Source: an optimization exercise on an open RTL-to-GDS flow (aim: small area and a short achievable clock period). Production flows keep margins and buffers that such runs may drop. At most, simulation tests tie the RTL to the original design; equivalence was not proved. No driver is modelled on the clock port, so clock power and skew are understated where the tree is cut down; a real chip needs a root buffer or a tree. No activity file was given, so power comes from the tool's default toggle rates.

==> module accumulator_sum, before the edit <==
module accumulator_sum (
    input  logic        clk,
    input  logic        rst,
    input  logic        start,
    input  logic        clear,
    input  logic [3:0]  data_in_a,
    input  logic [3:0]  data_in_b,
    output logic [3:0]  data_out,
    output logic        data_out_valid,
    output logic        result_complete,
    output logic        ready,
    output logic        response
);
    logic        s_q;          
    logic        r_q;          
    logic [3:0]  c_q;          
    logic        ready_q, valid_q, complete_q, resp_q;
    logic [3:0]  dout_q;       
    logic [31:0] acc_q;        
    logic [3:0]  hi_q;         
    logic [1:0]  cy_q;         
    logic        zq;           
    logic [3:0]  p_q, g_q;     
    wire idle    = !s_q && !r_q;
    wire sum_go  = idle && start && !clear;
    wire rd_go   = idle && start && clear;
    wire s_last  = s_q && (c_q == 4'd7);
    wire r_last  = r_q && (c_q == 4'd10);
    wire fold_last = idle && !ready_q;
    wire fold    = s_q || fold_last;
    wire en      = fold || r_q;
    wire cy_mid  = (s_q && c_q != 4'd1) || fold_last;
    wire [3:0] lo  = zq ? 4'd0 : acc_q[3:0];
    wire [3:0] fs  = lo ^ p_q;
    wire [4:0] fc  = {(g_q | (p_q & lo)), 1'b0};
    wire [5:0] nib = {2'b00, fs} + {1'b0, fc} + {4'b0000, (cy_mid ? cy_q : 2'b00)};
    always_ff @(posedge clk) begin
        p_q <= data_in_a ^ data_in_b;
        g_q <= data_in_a & data_in_b;
    end
    always_ff @(posedge clk) begin
        if (rst) begin
            s_q        <= 1'b0;
            r_q        <= 1'b0;
            c_q        <= 4'd0;
            ready_q    <= 1'b1;
            valid_q    <= 1'b0;
            complete_q <= 1'b0;
            resp_q     <= 1'b0;
        end else begin
            ready_q    <= idle || r_last;
            valid_q    <= r_q && (c_q <= 4'd9);
            complete_q <= r_last;
            resp_q     <= (s_q && c_q == 4'd6) || (r_q && c_q == 4'd8);
            if (sum_go) begin
                s_q <= 1'b1;
                c_q <= 4'd1;
            end else if (rd_go) begin
                r_q <= 1'b1;
                c_q <= 4'd1;
            end else if (s_last || r_last) begin
                s_q <= 1'b0;
                r_q <= 1'b0;
                c_q <= 4'd0;
            end else if (!idle) begin
                c_q <= c_q + 4'd1;
            end
        end
    end
    always_ff @(posedge clk) begin
        if (en)
            acc_q <= {nib[3:0], acc_q[31:4]};
    end
    always_ff @(posedge clk) begin
        if (rst) begin
            cy_q <= 2'b00;
            hi_q <= 4'd0;
            zq   <= 1'b1;
        end else begin
            cy_q <= fold ? nib[5:4] : 2'b00;
            if (r_last)
                hi_q <= 4'd0;
            else
                hi_q <= hi_q + {2'b00, (cy_mid ? 2'b00 : cy_q)};
            if (r_last)
                zq <= 1'b1;
            else if (fold_last)
                zq <= 1'b0;
        end
    end
    always_ff @(posedge clk) begin
        dout_q <= (r_q && c_q == 4'd9) ? hi_q : lo;
    end
    assign data_out        = dout_q;
    assign data_out_valid  = valid_q;
    assign result_complete = complete_q;
    assign ready           = ready_q;
    assign response        = resp_q;
endmodule
Settings: LEC_CHECK=0, CAP_MARGIN=20, CORE_MARGIN=2, CORE_UTILIZATION=40, SLEW_MARGIN=20; clock period 10.0 ns.
standard.sh (not shown) runs the stock make flow with config.mk's settings and CLKGATE_MAP_FILE= SYNTH_SCRIPT=/design/flow/synth_recipe.tcl, a recipe that flattens the netlist after the stock synthesis.
==> flow/flow/run.sh <==
#!/bin/bash
# Standard ORFS layout with a few settings changed:
#  - abc maps with an area script (flow/abc_area.script; ORFS's scripts are copied so that
#    only this one file differs), and no full/half-adder cells,
#  - small port buffers (buf_1 instead of the slow clkdlybuf4s50_1),
#  - repair_timing aims for extra setup margin (the clock is much slower than the logic),
#  - after CTS, one level of clock buffers drives all flip-flops (flow/cts_post.tcl).
set -euo pipefail
rm -rf orfs_scripts
cp -r "$FLOW_HOME/scripts" orfs_scripts
cp flow/abc_area.script orfs_scripts/abc_area.script
bash standard.sh \
  SCRIPTS_DIR=$PWD/orfs_scripts \
  ADDER_MAP_FILE= ABC_AREA=1 \
  "BUFFER_PORTS_ARGS=-buffer_cell sky130_fd_sc_hd__buf_1" \
  SETUP_SLACK_MARGIN=7.3 \
  "CTS_ARGS=-repair_clock_nets -dont_use_dummy_load" \
  POST_CTS_TCL=$PWD/flow/cts_post.tcl FLOW_CLKBUF=sky130_fd_sc_hd__clkbuf_8 \
  finish > standard_run.log 2>&1
Other scripts of this flow, unchanged in this note and not shown: flow/flow/abc_area.script, flow/flow/cts_post.tcl
Change:
--- a/flow/design.v
+++ b/flow/design.v
@@ -21,5 +21,5 @@
     logic [1:0]  cy_q;         
     logic        zq;           
-    logic [3:0]  p_q, g_q;     
+    logic [3:0]  a_q, b_q;     
     wire idle    = !s_q && !r_q;
     wire sum_go  = idle && start && !clear;
@@ -30,12 +30,9 @@
     wire fold    = s_q || fold_last;
     wire en      = fold || r_q;
-    wire cy_mid  = (s_q && c_q != 4'd1) || fold_last;
     wire [3:0] lo  = zq ? 4'd0 : acc_q[3:0];
-    wire [3:0] fs  = lo ^ p_q;
-    wire [4:0] fc  = {(g_q | (p_q & lo)), 1'b0};
-    wire [5:0] nib = {2'b00, fs} + {1'b0, fc} + {4'b0000, (cy_mid ? cy_q : 2'b00)};
+    wire [5:0] nib = {2'b00, lo} + {2'b00, a_q} + {2'b00, b_q} + {4'b0000, cy_q};
     always_ff @(posedge clk) begin
-        p_q <= data_in_a ^ data_in_b;
-        g_q <= data_in_a & data_in_b;
+        a_q <= data_in_a;
+        b_q <= data_in_b;
     end
     always_ff @(posedge clk) begin
@@ -78,9 +75,9 @@
             zq   <= 1'b1;
         end else begin
-            cy_q <= fold ? nib[5:4] : 2'b00;
+            cy_q <= s_q ? nib[5:4] : 2'b00;
             if (r_last)
                 hi_q <= 4'd0;
-            else
-                hi_q <= hi_q + {2'b00, (cy_mid ? 2'b00 : cy_q)};
+            else if (fold_last)
+                hi_q <= hi_q + {2'b00, nib[5:4]};
             if (r_last)
                 zq <= 1'b1;
After rerunning:
- wire length rose by about 2.3%
- utilization rose by 2.0 points
- final area rose by 2.8%
- setup slack degrades by 0.016 ns
- flip-flop and latch count is unchanged
- combinational power rose by 27%
- global-route usage fell by 1.2 points
- fmax fell by about 0.6%
- clock skew stays flat
- synthesized area fell by about 1.9%
- power rose by 4.4%
- via count fell by about 3.6%
- sequential share of layout area fell by 1.3 points
No run of this note included a check of the RTL's function; only the layout flow was run. In every run of this note, the design's own scripts or RTL, not TritonCTS, make the clock network.

* * *

accumulator_sum, a different RTL version from the one above (not shown whole).
Size in the first run: roughly 49 flip-flops, about 20 I/O pins, about 0.0022 mm² of cells after synthesis.
==> module accumulator_sum, before the edit <==
module accumulator_sum (
    input  logic        clk,
    input  logic        rst,
    input  logic        start,
    input  logic        clear,
    input  logic [3:0]  data_in_a,
    input  logic [3:0]  data_in_b,
    output logic [3:0]  data_out,
    output logic        data_out_valid,
    output logic        result_complete,
    output logic        ready,
    output logic        response
);
    logic        s_q;          
    logic        r_q;          
    logic [3:0]  c_q;          
    logic        ready_q, valid_q, complete_q, resp_q;
    logic [31:0] acc_q;        
    logic [3:0]  hi_q;         
    logic [1:0]  cy_q;         
    logic        zq;           
    wire idle    = !s_q && !r_q;
    wire sum_go  = idle && start && !clear;
    wire rd_go   = idle && start && clear;
    wire s_last  = s_q && (c_q == 4'd7);
    wire r_last  = r_q && (c_q == 4'd10);
    wire en_s    = sum_go || s_q;
    wire en      = en_s || (r_q && (c_q != 4'd1));
    wire [3:0] lo  = zq ? 4'd0 : acc_q[3:0];
    wire [5:0] nib = {2'b00, lo} + {2'b00, data_in_a} + {2'b00, data_in_b}
                   + {4'b0000, (s_q ? cy_q : 2'b00)};
    always_ff @(posedge clk) begin
        if (rst) begin
            s_q        <= 1'b0;
            r_q        <= 1'b0;
            c_q        <= 4'd0;
            ready_q    <= 1'b1;
            valid_q    <= 1'b0;
            complete_q <= 1'b0;
            resp_q     <= 1'b0;
        end else begin
            ready_q    <= idle || r_last;
            valid_q    <= r_q && (c_q <= 4'd9);
            complete_q <= r_last;
            resp_q     <= (s_q && c_q == 4'd6) || (r_q && c_q == 4'd8);
            if (sum_go) begin
                s_q <= 1'b1;
                c_q <= 4'd1;
            end else if (rd_go) begin
                r_q <= 1'b1;
                c_q <= 4'd1;
            end else if (s_last || r_last) begin
                s_q <= 1'b0;
                r_q <= 1'b0;
                c_q <= 4'd0;
            end else if (!idle) begin
                c_q <= c_q + 4'd1;
            end
        end
    end
    always_ff @(posedge clk) begin
        if (en)
            acc_q <= {nib[3:0], acc_q[31:4]};
    end
    always_ff @(posedge clk) begin
        if (rst) begin
            cy_q <= 2'b00;
            hi_q <= 4'd0;
            zq   <= 1'b1;
        end else begin
            cy_q <= en_s ? nib[5:4] : 2'b00;
            if (r_last)
                hi_q <= 4'd0;
            else
                hi_q <= hi_q + {2'b00, (s_q ? 2'b00 : cy_q)};
            if (r_last)
                zq <= 1'b1;
            else if (s_last)
                zq <= 1'b0;
        end
    end
    assign data_out        = r_last ? hi_q : (zq ? 4'd0 : acc_q[3:0]);
    assign data_out_valid  = valid_q;
    assign result_complete = complete_q;
    assign ready           = ready_q;
    assign response        = resp_q;
endmodule
export LEC_CHECK = 0
export CAP_MARGIN = 20
export CORE_MARGIN = 2
export CORE_UTILIZATION = 40
export SLEW_MARGIN = 20
create_clock -name core_clock -period 10.0 [get_ports {clk}]
==> flow/flow/run.sh <==
#!/bin/bash
# Standard ORFS layout with a few settings changed:
#  - no full/half-adder cells (abc maps the adder as plain gates),
#  - small port buffers (buf_1 instead of the slow clkdlybuf4s50_1),
#  - repair_timing aims for extra setup margin (the clock is much slower than the logic),
#  - no CTS dummy loads.
set -euo pipefail
bash standard.sh \
  ADDER_MAP_FILE= \
  "BUFFER_PORTS_ARGS=-buffer_cell sky130_fd_sc_hd__buf_1" \
  SETUP_SLACK_MARGIN=7.2 \
  "CTS_ARGS=-sink_clustering_enable -repair_clock_nets -dont_use_dummy_load" \
  finish > standard_run.log 2>&1
Then changed:
--- a/flow/design.v
+++ b/flow/design.v
@@ -14,22 +14,27 @@
     logic        s_q;          
     logic        r_q;          
     logic [3:0]  c_q;          
     logic        ready_q, valid_q, complete_q, resp_q;
+    logic        hsel_q;       
     logic [31:0] acc_q;        
     logic [3:0]  hi_q;         
     logic [1:0]  cy_q;         
     logic        zq;           
+    logic [4:0]  ab_q;         
     wire idle    = !s_q && !r_q;
     wire sum_go  = idle && start && !clear;
     wire rd_go   = idle && start && clear;
     wire s_last  = s_q && (c_q == 4'd7);
     wire r_last  = r_q && (c_q == 4'd10);
-    wire en_s    = sum_go || s_q;
-    wire en      = en_s || (r_q && (c_q != 4'd1));
+    wire fold_last = idle && !ready_q;
+    wire fold    = s_q || fold_last;
+    wire en      = fold || (r_q && (c_q != 4'd1));
     wire [3:0] lo  = zq ? 4'd0 : acc_q[3:0];
-    wire [5:0] nib = {2'b00, lo} + {2'b00, data_in_a} + {2'b00, data_in_b}
-                   + {4'b0000, (s_q ? cy_q : 2'b00)};
+    wire [5:0] nib = {2'b00, lo} + {1'b0, ab_q} + {4'b0000, cy_q};
+    always_ff @(posedge clk) begin
+        ab_q <= {1'b0, data_in_a} + {1'b0, data_in_b};
+    end
     always_ff @(posedge clk) begin
         if (rst) begin
             s_q        <= 1'b0;
             r_q        <= 1'b0;
@@ -37,13 +42,15 @@
             ready_q    <= 1'b1;
             valid_q    <= 1'b0;
             complete_q <= 1'b0;
             resp_q     <= 1'b0;
+            hsel_q     <= 1'b0;
         end else begin
             ready_q    <= idle || r_last;
             valid_q    <= r_q && (c_q <= 4'd9);
             complete_q <= r_last;
             resp_q     <= (s_q && c_q == 4'd6) || (r_q && c_q == 4'd8);
+            hsel_q     <= r_q && (c_q == 4'd9);
             if (sum_go) begin
                 s_q <= 1'b1;
                 c_q <= 4'd1;
             end else if (rd_go) begin
@@ -67,20 +74,20 @@
             cy_q <= 2'b00;
             hi_q <= 4'd0;
             zq   <= 1'b1;
         end else begin
-            cy_q <= en_s ? nib[5:4] : 2'b00;
+            cy_q <= s_q ? nib[5:4] : 2'b00;
             if (r_last)
                 hi_q <= 4'd0;
-            else
-                hi_q <= hi_q + {2'b00, (s_q ? 2'b00 : cy_q)};
+            else if (fold_last)
+                hi_q <= hi_q + {2'b00, nib[5:4]};
             if (r_last)
                 zq <= 1'b1;
-            else if (s_last)
+            else if (fold_last)
                 zq <= 1'b0;
         end
     end
-    assign data_out        = r_last ? hi_q : (zq ? 4'd0 : acc_q[3:0]);
+    assign data_out        = hsel_q ? hi_q : (zq ? 4'd0 : acc_q[3:0]);
     assign data_out_valid  = valid_q;
     assign result_complete = complete_q;
     assign ready           = ready_q;
     assign response        = resp_q;
Wire length goes up by 7.4%. Clock-buffer cell count does not change. Non-clock buffer count does not change. Worst setup slack gains 0.36 ns. Clock skew goes up by 0.0051 ns. Power rose by 16%. First-iteration DRC count goes up by 31%.
No functional check of the RTL was part of any run of this note.

* * *

== 03-19 ==
The RTL this note starts from:
==> flow/design.v <==
module accumulator_sum (
    input  logic        clk,
    input  logic        rst,
    input  logic        start,
    input  logic        clear,
    input  logic [3:0]  data_in_a,
    input  logic [3:0]  data_in_b,
    output logic [3:0]  data_out,
    output logic        data_out_valid,
    output logic        result_complete,
    output logic        ready,
    output logic        response
);
    logic        s_q;          
    logic        r_q;          
    logic [3:0]  c_q;          
    logic        ready_q, valid_q, complete_q, resp_q;
    logic [3:0]  dout_q;       
    logic [31:0] acc_q;        
    logic [3:0]  hi_q;         
    logic [1:0]  cy_q;         
    logic        zq;           
    logic [3:0]  p_q, g_q;     
    wire idle    = !s_q && !r_q;
    wire sum_go  = idle && start && !clear;
    wire rd_go   = idle && start && clear;
    wire s_last  = s_q && (c_q == 4'd7);
    wire r_last  = r_q && (c_q == 4'd10);
    wire fold_last = idle && !ready_q;
    wire fold    = s_q || fold_last;
    wire en      = fold || r_q;
    wire cy_mid  = (s_q && c_q != 4'd1) || fold_last;
    wire [3:0] lo  = zq ? 4'd0 : acc_q[3:0];
    wire [3:0] fs  = lo ^ p_q;
    wire [4:0] fc  = {(g_q | (p_q & lo)), 1'b0};
    wire [5:0] nib = {2'b00, fs} + {1'b0, fc} + {4'b0000, (cy_mid ? cy_q : 2'b00)};
    always_ff @(posedge clk) begin
        p_q <= data_in_a ^ data_in_b;
        g_q <= data_in_a & data_in_b;
    end
    always_ff @(posedge clk) begin
        c_q <= (sum_go || rd_go) ? 4'd1 : c_q + 4'd1;
    end
    always_ff @(posedge clk) begin
        if (rst) begin
            s_q        <= 1'b0;
            r_q        <= 1'b0;
            ready_q    <= 1'b1;
            valid_q    <= 1'b0;
            complete_q <= 1'b0;
            resp_q     <= 1'b0;
        end else begin
            ready_q    <= idle || r_last;
            valid_q    <= r_q && (c_q <= 4'd9);
            complete_q <= r_last;
            resp_q     <= (s_q && c_q == 4'd6) || (r_q && c_q == 4'd8);
            s_q        <= sum_go || (s_q && !s_last);
            r_q        <= rd_go || (r_q && !r_last);
        end
    end
    always_ff @(posedge clk) begin
        if (en)
            acc_q <= {nib[3:0], acc_q[31:4]};
    end
    always_ff @(posedge clk) begin
        if (rst) begin
            cy_q <= 2'b00;
            hi_q <= 4'd0;
            zq   <= 1'b1;
        end else begin
            cy_q <= fold ? nib[5:4] : 2'b00;
            if (r_last)
                hi_q <= 4'd0;
            else
                hi_q <= hi_q + {2'b00, (cy_mid ? 2'b00 : cy_q)};
            if (r_last)
                zq <= 1'b1;
            else if (fold_last)
                zq <= 1'b0;
        end
    end
    always_ff @(posedge clk) begin
        dout_q <= (r_q && c_q == 4'd9) ? hi_q : lo;
    end
    assign data_out        = dout_q;
    assign data_out_valid  = valid_q;
    assign result_complete = complete_q;
    assign ready           = ready_q;
    assign response        = resp_q;
endmodule
Settings: LEC_CHECK=0, CAP_MARGIN=20, CORE_MARGIN=2, CORE_UTILIZATION=40, SLEW_MARGIN=20; clock period 10.0 ns.
==> flow/flow/run.sh <==
#!/bin/bash
# Standard ORFS layout with a few settings changed:
#  - abc maps with an area script (flow/abc_area.script; ORFS's scripts are copied so that
#    only this one file differs), and no full/half-adder cells,
#  - small port buffers (buf_1 instead of the slow clkdlybuf4s50_1),
#  - repair_timing aims for extra setup margin (the clock is much slower than the logic),
#  - after CTS, one level of clock buffers drives all flip-flops (flow/cts_post.tcl).
set -euo pipefail
rm -rf orfs_scripts
cp -r "$FLOW_HOME/scripts" orfs_scripts
cp flow/abc_area.script orfs_scripts/abc_area.script
bash standard.sh \
  SCRIPTS_DIR=$PWD/orfs_scripts \
  ADDER_MAP_FILE= ABC_AREA=1 \
  "BUFFER_PORTS_ARGS=-buffer_cell sky130_fd_sc_hd__buf_1" \
  SETUP_SLACK_MARGIN=7.0 \
  "CTS_ARGS=-repair_clock_nets -dont_use_dummy_load" \
  POST_CTS_TCL=$PWD/flow/cts_post.tcl FLOW_CLKBUF=sky130_fd_sc_hd__clkbuf_8 FLOW_CLKGROUPS=4 \
  finish > standard_run.log 2>&1
Other scripts of this flow, unchanged in this note and not shown: flow/flow/abc_area.script, flow/flow/cts_post.tcl
Relative to 03-19, the following input files were edited for 07-11:
--- a/flow/design.v
+++ b/flow/design.v
@@ -11,35 +11,41 @@
     output logic        ready,
     output logic        response
 );
-    logic        s_q;          
-    logic        r_q;          
-    logic [3:0]  c_q;          
+    logic        s_q, r_q;
+    logic [2:0]  c_q;
     logic        ready_q, valid_q, complete_q, resp_q;
-    logic [3:0]  dout_q;       
     logic [31:0] acc_q;        
     logic [3:0]  hi_q;         
     logic [1:0]  cy_q;         
     logic        zq;           
-    logic [3:0]  p_q, g_q;     
+    logic [3:0]  p_q, g_q;
     wire idle    = !s_q && !r_q;
-    wire sum_go  = idle && start && !clear;
-    wire rd_go   = idle && start && clear;
-    wire s_last  = s_q && (c_q == 4'd7);
-    wire r_last  = r_q && (c_q == 4'd10);
+    wire go      = idle && start;
+    wire sum_go  = go && !clear;
+    wire rd_go   = go && clear;
+    wire s_last  = s_q && resp_q;                                    
+    wire r_hi    = r_q && resp_q;                                    
+    wire r_last  = r_q && valid_q && !resp_q && (c_q == 3'd6);       
     wire fold_last = idle && !ready_q;
     wire fold    = s_q || fold_last;
     wire en      = fold || r_q;
-    wire cy_mid  = (s_q && c_q != 4'd1) || fold_last;
+    wire cy_mid  = !r_q && !ready_q;
     wire [3:0] lo  = zq ? 4'd0 : acc_q[3:0];
     wire [3:0] fs  = lo ^ p_q;
     wire [4:0] fc  = {(g_q | (p_q & lo)), 1'b0};
     wire [5:0] nib = {2'b00, fs} + {1'b0, fc} + {4'b0000, (cy_mid ? cy_q : 2'b00)};
     always_ff @(posedge clk) begin
-        p_q <= data_in_a ^ data_in_b;
+        if (r_q)
+            p_q <= r_hi ? hi_q : lo;
+        else
+            p_q <= data_in_a ^ data_in_b;
         g_q <= data_in_a & data_in_b;
     end
     always_ff @(posedge clk) begin
-        c_q <= (sum_go || rd_go) ? 4'd1 : c_q + 4'd1;
+        if (go)
+            c_q <= clear ? 3'd6 : 3'd0;
+        else if (!resp_q)
+            c_q <= c_q + 3'd1;
     end
     always_ff @(posedge clk) begin
         if (rst) begin
@@ -51,9 +57,9 @@
             resp_q     <= 1'b0;
         end else begin
             ready_q    <= idle || r_last;
-            valid_q    <= r_q && (c_q <= 4'd9);
+            valid_q    <= r_q && !r_last;
             complete_q <= r_last;
-            resp_q     <= (s_q && c_q == 4'd6) || (r_q && c_q == 4'd8);
+            resp_q     <= !idle && (c_q == 3'd5);
             s_q        <= sum_go || (s_q && !s_last);
             r_q        <= rd_go || (r_q && !r_last);
         end
@@ -79,10 +85,7 @@
                 zq <= 1'b0;
         end
     end
-    always_ff @(posedge clk) begin
-        dout_q <= (r_q && c_q == 4'd9) ? hi_q : lo;
-    end
-    assign data_out        = dout_q;
+    assign data_out        = p_q;
     assign data_out_valid  = valid_q;
     assign result_complete = complete_q;
     assign ready           = ready_q;
Results
- In 07-11, the share of power burned in the clock network came out 0.7 points above the value in 03-19.
- From 03-19 to 07-11 the numbers moved as follows: compound-cell area share of the yosys netlist increased 2.3 points, final cell area excluding filler cells shrank by 4.6%, effective utilization at floorplan now sits lower.
- 07-11 vs 03-19, post-route total power went down by 7.8%.
- First-iteration DRC count came out higher on 07-11 than on 03-19.
- Comparing 07-11 and 03-19, the lower combinational power is on 07-11.
- NOTE: detailed placer's ending HPWL in 07-11 exceeds that of 03-19
- Post-synthesis instance area shrinks by a few percent when moving from 03-19 to 07-11.
- The lower number of placed cells counting well taps came out of 07-11.
- 07-11 vs 03-19 — fill cell instance count of the final layout dropped 5.
No run of this note takes its clock network from TritonCTS; it comes from the design's own scripts or RTL.

-- static timing again, ports no longer ideal --
The flow's constraints put no driver on any port. The routed layouts listed below were extracted and timed again, unchanged, in two steps. Step 1 assumes that a clkbuf_16 drives the clock port and a buf_2 every other input. Step 2 also shifts input and output timing later by t, the mid clock arrival at the registers, as if the neighbouring blocks saw the same clock. Three values: ideal, step 1, step 2; two values: the first two.
| run | shift t [ns] | slack for setup (ns) | cell pins on the clock port's net |
|---|---|---|---|
| the first run of note 1 | 0.201 | 7.313 / 7.322 / 7.121 | 4 |
| the second run of note 1 | 0.201 | 7.296 / 7.296 / 7.235 | 4 |
| the first run of note 2 | 0.311 | 6.545 / 6.517 / 6.249 | 1 |
| the second run of note 2 | 0.322 | 6.905 / 6.878 / 6.970 | 1 |
| 03-19 | 0.202 | 7.319 / 7.264 / 7.169 | 4 |
| 07-11 | 0.197 | 7.254 / 7.200 / 7.164 | 4 |
After both steps every run listed still meets setup and hold. For the first run of note 2, which loses most, drivers alone change the setup slack by -0.028 ns; drivers and shift together by -0.296 ns.
